From an optimization exercise on the open Yosys and OpenROAD flow, aimed at small area, a short achievable clock period and few clock cycles per item; shortcuts taken in it are not production practice. At most, simulation tests tie the RTL to the original design; equivalence was not proved.

==> try-xenon: inputs <==
## mul_op
module mul_op #(parameter INPUTS = 2,
		parameter OUTPUTS = 1,
		parameter DATA_IN_SIZE = 32,
		parameter DATA_OUT_SIZE = 32)
		(
		input clk,
		input rst,
		input [INPUTS * (DATA_IN_SIZE)- 1 : 0]data_in_bus,
		input [INPUTS - 1 : 0]valid_in_bus,
		output [INPUTS - 1 : 0] ready_in_bus,
		output [OUTPUTS * (DATA_OUT_SIZE) - 1 : 0]data_out_bus,
		output [OUTPUTS - 1 : 0]valid_out_bus,
		input 	[OUTPUTS - 1 : 0] ready_out_bus
);
export LEC_CHECK = 0
export CAP_MARGIN = 20
export CORE_MARGIN = 2
export CORE_UTILIZATION = 40
export SETUP_SLACK_MARGIN = 5
export SLEW_MARGIN = 20
export SYNTH_HIERARCHICAL = 1
create_clock -name core_clock -period 8.0 [get_ports {clk}]
standard.sh (not shown) runs the stock make flow with config.mk's settings and CLKGATE_MAP_FILE= SYNTH_SCRIPT=/design/flow/synth_recipe.tcl, a recipe that flattens the netlist after the stock synthesis.
==> flow/flow/run.sh <==
#!/bin/bash
# The standard layout, with resizing free to change a cell's footprint (so the
# port buffers and other cells can be swapped for faster ones) and port
# buffers that are plain buffers rather than delay cells.
set -euo pipefail
bash standard.sh MATCH_CELL_FOOTPRINT=0 BUFFER_PORTS_ARGS="-buffer_cell sky130_fd_sc_hd__buf_2" finish > standard.log 2>&1
==> inputs of try-umber, as changes to try-xenon <==
--- a/flow/design.v
+++ b/flow/design.v
@@ -37,11 +37,18 @@
   always @(posedge clk, posedge rst)
     if (rst) sv <= 1'b0;
     else sv <= sv ? ~ready_out_bus[0] : (v[1] & ~ready_out_bus[0]);
   always @(posedge clk) if (ce) s_reg <= p_reg;
   assign valid_out_bus[0] = sv | v[1];
-  assign data_out_bus[31:0] = sv ? s_reg : p_reg;
+  reg [3:0] svo;
+  genvar gi;
+  generate for (gi = 0; gi < 4; gi = gi + 1) begin : svc
+    always @(posedge clk, posedge rst)
+      if (rst) svo[gi] <= 1'b0;
+      else svo[gi] <= svo[gi] ? ~ready_out_bus[0] : (v[1] & ~ready_out_bus[0]);
+    assign data_out_bus[gi*8 +: 8] = svo[gi] ? s_reg[gi*8 +: 8] : p_reg[gi*8 +: 8];
+  end endgenerate
   wire [31:0] pp0;
   wire [2:0] sel0;
   wire [29:0] pp1;
   wire [2:0] sel1;
   wire [27:0] pp2;
==> summary.txt <==
	try-xenon	try-umber
Beginning of the worst hold path	rc4[0]$_DFFE_PN_	rc4[3]$_DFFE_PN_
Result of the run	no timing/DRC/antenna violations	no timing/DRC/antenna violations
Post-detail-place hpwl	39600 µm	39200 µm
Area overhead of the layout relative to synthesis	28.4%	28.9%
Detailed-route wire length per cell	22.1 µm	21.7 µm
Met1 track demand over resource in global routing	0.292	0.277
Sequential portion of the cell area	0.249	0.258
Summed area of non-filler cells in the final layout	27300 µm²	28000 µm²
Synth async-reset ratio	0.0210	0.0372
Count of multi-input gates	1490	1496
Fill cell total of the finished layout	4507	4530
Fraction of the mapped netlist area in simple logic gates	0.0347	0.0329
No run of this note included a check of the RTL's function; only the layout flow was run.

========
==> tundra <==
Another version of the RTL of mul_op (not shown whole).
Design mul_op, start of the top module:
module mul_op #(parameter INPUTS = 2,
		parameter OUTPUTS = 1,
		parameter DATA_IN_SIZE = 32,
		parameter DATA_OUT_SIZE = 32)
		(
		input clk,
		input rst,
		input [INPUTS * (DATA_IN_SIZE)- 1 : 0]data_in_bus,
		input [INPUTS - 1 : 0]valid_in_bus,
		output [INPUTS - 1 : 0] ready_in_bus,
		output [OUTPUTS * (DATA_OUT_SIZE) - 1 : 0]data_out_bus,
		output [OUTPUTS - 1 : 0]valid_out_bus,
		input 	[OUTPUTS - 1 : 0] ready_out_bus
);
  reg fa, fb;
  reg [31:0] a_s;
  reg [47:0] sel_s;       
  wire [47:0] sel_in;
  reg sv;             
  wire ce = ~sv;      
  wire fire = fa & fb & ce;
  wire [1:0] rin = {~fb | fire, ~fa | fire};
  reg [1:0] rdy;
  assign ready_in_bus = rdy;
  wire fa_n = rin[0] ? valid_in_bus[0] : fa;
  wire fb_n = rin[1] ? valid_in_bus[1] : fb;
  reg vp;
  wire sv_n = sv ? ~ready_out_bus[0] : (vp & ~ready_out_bus[0] & v[0]);
  always @(posedge clk, posedge rst)
    if (rst) begin fa <= 1'b0; fb <= 1'b0; rdy <= 2'b11; end
    else begin
      fa <= fa_n;
      fb <= fb_n;
      rdy[0] <= ~fa_n | (fb_n & ~sv_n);
      rdy[1] <= ~fb_n | (fa_n & ~sv_n);
    end
  always @(posedge clk) begin
    if (rin[0]) a_s <= data_in_bus[31:0];
    if (rin[1]) sel_s <= sel_in;
  end
  reg [0:0] v;
  always @(posedge clk, posedge rst)
    if (rst) v <= 0;
    else if (ce) v <= fire;
  reg [31:0] s_reg, p_reg;
  wire p_en = ~vp | ready_out_bus[0];
  always @(posedge clk, posedge rst)
    if (rst) begin vp <= 1'b0; sv <= 1'b0; end
    else begin
      if (p_en) vp <= sv | v[0];
      sv <= sv_n;
    end
  always @(posedge clk) begin
    if (ce) s_reg <= prod;
    if (p_en) p_reg <= p_next;
  end
  ...
export LEC_CHECK = 0
export CAP_MARGIN = 20
export CORE_MARGIN = 2
export CORE_UTILIZATION = 40
export SETUP_SLACK_MARGIN = 5
export SLEW_MARGIN = 20
export SYNTH_HIERARCHICAL = 1
create_clock -name core_clock -period 8.0 [get_ports {clk}]
Scripts as last shown in full above: flow/flow/run.sh
==> harbor (differences from tundra) <==
--- a/flow/design.v
+++ b/flow/design.v
@@ -17,40 +17,34 @@
   reg [47:0] sel_s;       
   wire [47:0] sel_in;
   reg sv;             
   wire ce = ~sv;      
   wire fire = fa & fb & ce;
-  wire [1:0] rin = {~fb | fire, ~fa | fire};
-  reg [1:0] rdy;
-  assign ready_in_bus = rdy;
-  wire fa_n = rin[0] ? valid_in_bus[0] : fa;
-  wire fb_n = rin[1] ? valid_in_bus[1] : fb;
-  reg vp;
-  wire sv_n = sv ? ~ready_out_bus[0] : (vp & ~ready_out_bus[0] & v[0]);
+  assign ready_in_bus[0] = ~fa | fire;
+  assign ready_in_bus[1] = ~fb | fire;
   always @(posedge clk, posedge rst)
-    if (rst) begin fa <= 1'b0; fb <= 1'b0; rdy <= 2'b11; end
+    if (rst) begin fa <= 1'b0; fb <= 1'b0; end
     else begin
-      fa <= fa_n;
-      fb <= fb_n;
-      rdy[0] <= ~fa_n | (fb_n & ~sv_n);
-      rdy[1] <= ~fb_n | (fa_n & ~sv_n);
+      if (ready_in_bus[0]) fa <= valid_in_bus[0];
+      if (ready_in_bus[1]) fb <= valid_in_bus[1];
     end
   always @(posedge clk) begin
-    if (rin[0]) a_s <= data_in_bus[31:0];
-    if (rin[1]) sel_s <= sel_in;
+    if (ready_in_bus[0]) a_s <= data_in_bus[31:0];
+    if (ready_in_bus[1]) sel_s <= sel_in;
   end
   reg [0:0] v;
   always @(posedge clk, posedge rst)
     if (rst) v <= 0;
     else if (ce) v <= fire;
+  reg vp;
   reg [31:0] s_reg, p_reg;
   wire p_en = ~vp | ready_out_bus[0];
   always @(posedge clk, posedge rst)
     if (rst) begin vp <= 1'b0; sv <= 1'b0; end
     else begin
       if (p_en) vp <= sv | v[0];
-      sv <= sv_n;
+      sv <= sv ? ~ready_out_bus[0] : (vp & ~ready_out_bus[0] & v[0]);
     end
   always @(posedge clk) begin
     if (ce) s_reg <= prod;
     if (p_en) p_reg <= p_next;
   end
- CORE_UTILIZATION: 40 -> 55
==> lagoon (differences from tundra) <==
--- a/flow/design.v
+++ b/flow/design.v
@@ -17,40 +17,34 @@
   reg [47:0] sel_s;       
   wire [47:0] sel_in;
   reg sv;             
   wire ce = ~sv;      
   wire fire = fa & fb & ce;
-  wire [1:0] rin = {~fb | fire, ~fa | fire};
-  reg [1:0] rdy;
-  assign ready_in_bus = rdy;
-  wire fa_n = rin[0] ? valid_in_bus[0] : fa;
-  wire fb_n = rin[1] ? valid_in_bus[1] : fb;
-  reg vp;
-  wire sv_n = sv ? ~ready_out_bus[0] : (vp & ~ready_out_bus[0] & v[0]);
+  assign ready_in_bus[0] = ~fa | fire;
+  assign ready_in_bus[1] = ~fb | fire;
   always @(posedge clk, posedge rst)
-    if (rst) begin fa <= 1'b0; fb <= 1'b0; rdy <= 2'b11; end
+    if (rst) begin fa <= 1'b0; fb <= 1'b0; end
     else begin
-      fa <= fa_n;
-      fb <= fb_n;
-      rdy[0] <= ~fa_n | (fb_n & ~sv_n);
-      rdy[1] <= ~fb_n | (fa_n & ~sv_n);
+      if (ready_in_bus[0]) fa <= valid_in_bus[0];
+      if (ready_in_bus[1]) fb <= valid_in_bus[1];
     end
   always @(posedge clk) begin
-    if (rin[0]) a_s <= data_in_bus[31:0];
-    if (rin[1]) sel_s <= sel_in;
+    if (ready_in_bus[0]) a_s <= data_in_bus[31:0];
+    if (ready_in_bus[1]) sel_s <= sel_in;
   end
   reg [0:0] v;
   always @(posedge clk, posedge rst)
     if (rst) v <= 0;
     else if (ce) v <= fire;
+  reg vp;
   reg [31:0] s_reg, p_reg;
   wire p_en = ~vp | ready_out_bus[0];
   always @(posedge clk, posedge rst)
     if (rst) begin vp <= 1'b0; sv <= 1'b0; end
     else begin
       if (p_en) vp <= sv | v[0];
-      sv <= sv_n;
+      sv <= sv ? ~ready_out_bus[0] : (vp & ~ready_out_bus[0] & v[0]);
     end
   always @(posedge clk) begin
     if (ce) s_reg <= prod;
     if (p_en) p_reg <= p_next;
   end
==> flow/flow/run.sh (replaced) <==
#!/bin/bash
# The standard layout, with resizing free to change a cell's footprint (so the
# port buffers and other cells can be swapped for faster ones), port buffers
# that are plain buffers rather than delay cells, and timing repair aiming at
# a setup slack of 5.3 ns.
set -euo pipefail
bash standard.sh MATCH_CELL_FOOTPRINT=0 BUFFER_PORTS_ARGS="-buffer_cell sky130_fd_sc_hd__buf_2" SETUP_SLACK_MARGIN=5.3 finish > standard.log 2>&1
==> summary.txt <==
Non-clock buffer count, highest first: lagoon, harbor, tundra.
The highest routed wire length belongs to lagoon, the lowest to tundra.
tundra produced a clean layout. harbor finished clean. lagoon completed without violations.
The lowest sequential share of layout area belongs to lagoon, the highest to harbor.
The highest die area belongs to tundra, the lowest to harbor.
Flip-flop and latch count is the same in harbor and lagoon.
The lowest critical path depth belongs to harbor, the highest to tundra.
Against harbor, the cell area of tundra is larger by about 2.3%.
==> figures <==
Proportion of cell area occupied by multi-input gates: harbor 0.563; lagoon 0.549; tundra 0.550
Share of the clock period used by the worst path: harbor 0.388; lagoon 0.391; tundra 0.375
Clock latency reported for the late side of the worst-skew pair: harbor 600 ps; lagoon 610 ps; tundra 600 ps
Via count of the first global-routing pass: harbor 15400; lagoon 16000; tundra 14700
Worst hold slack across all endpoints: harbor 457 ps; lagoon 443 ps; tundra 454 ps
Post-CTS Setup Repair Bufs: harbor 43; lagoon 139; tundra 27
Required time at the endpoint of the critical path: harbor 6400 ps; lagoon 6400 ps; tundra 8300 ps
Chip height: harbor 205 um; lagoon 240 um; tundra 240 um
Worst Tran Pin Value: harbor 1020 ps; lagoon 1010 ps; tundra 950 ps
Startpoint of the most critical register-to-register path: harbor rc4[17]; lagoon rc4[15]; tundra rc4[25]
Grt met3 use: harbor 0.0321; lagoon 0.0313; tundra 0.0316
Number of register bits inferred by synthesis: harbor 254; lagoon 254; tundra 256
Initial core utilization: harbor 0.558; lagoon 0.404; tundra 0.405
Result of the run: harbor no timing/DRC/antenna violations; lagoon no timing/DRC/antenna violations; tundra no timing/DRC/antenna violations
Post-route non-filler standard cell count: harbor 2631; lagoon 2957; tundra 2855
Terminus of the critical flop-to-flop path: harbor p_reg[31]; lagoon p_reg[23]; tundra p_reg[26]
Number of library cell types mapped by synthesis: harbor 39; lagoon 39; tundra 42
Mux cell area share after synthesis: harbor 0.00608; lagoon 0.00608; tundra 0.00606
Total wire length after detailed routing: harbor 60.2 mm; lagoon 64.4 mm; tundra 60.2 mm
Met1 global-route usage: harbor 0.367; lagoon 0.285; tundra 0.276
Reg-to-reg slack, setup: harbor 4950 ps; lagoon 4910 ps; tundra 5000 ps
Testbench counts of harbor, summed over its fixed seeds: cycles 2,424, items 2,400.
Testbench counts of lagoon, summed over its fixed seeds: cycles 2,424, items 2,400.
Function not checked in tundra: the RTL went through the layout flow alone.

[separate check: timing with driven ports]
The flow's constraints put no driver on any port. The routed layouts listed below were extracted and timed again, unchanged, in two steps.
Step 1, drivers: a clkbuf_16 drives clk and a buf_2 each remaining input, both assumed.
Step 2 adds t to the input delays and takes it off the output delays; t is the mean of the earliest and latest rising clock arrival at the registers after step 1. Input paths then give back, and output paths get back, about the clock's delay inside the block.
Three values: no drivers, after step 1, after step 2; two values: the first two.
run | shift t [ns] | slack for setup (ns) | worst setup path after step 2 | clock arrival spread, ns | cell pins on the clock port's net
try-xenon | 0.602 | 4.576 / 4.522 / 4.665 | register to register | 0.034 / 0.034 | 1
try-umber | 0.621 | 4.845 / 4.785 / 4.904 | register to register | 0.022 / 0.023 | 1
tundra | 0.643 | 4.997 / 4.997 / 4.997 | register to register | 0.030 / 0.031 | 1
harbor | 0.633 | 4.894 / 4.838 / 4.948 | register to register | 0.044 / 0.043 | 1
lagoon | 0.637 | 4.868 / 4.818 / 4.914 | register to register | 0.052 / 0.053 | 1
After both steps every run listed still meets setup and hold.
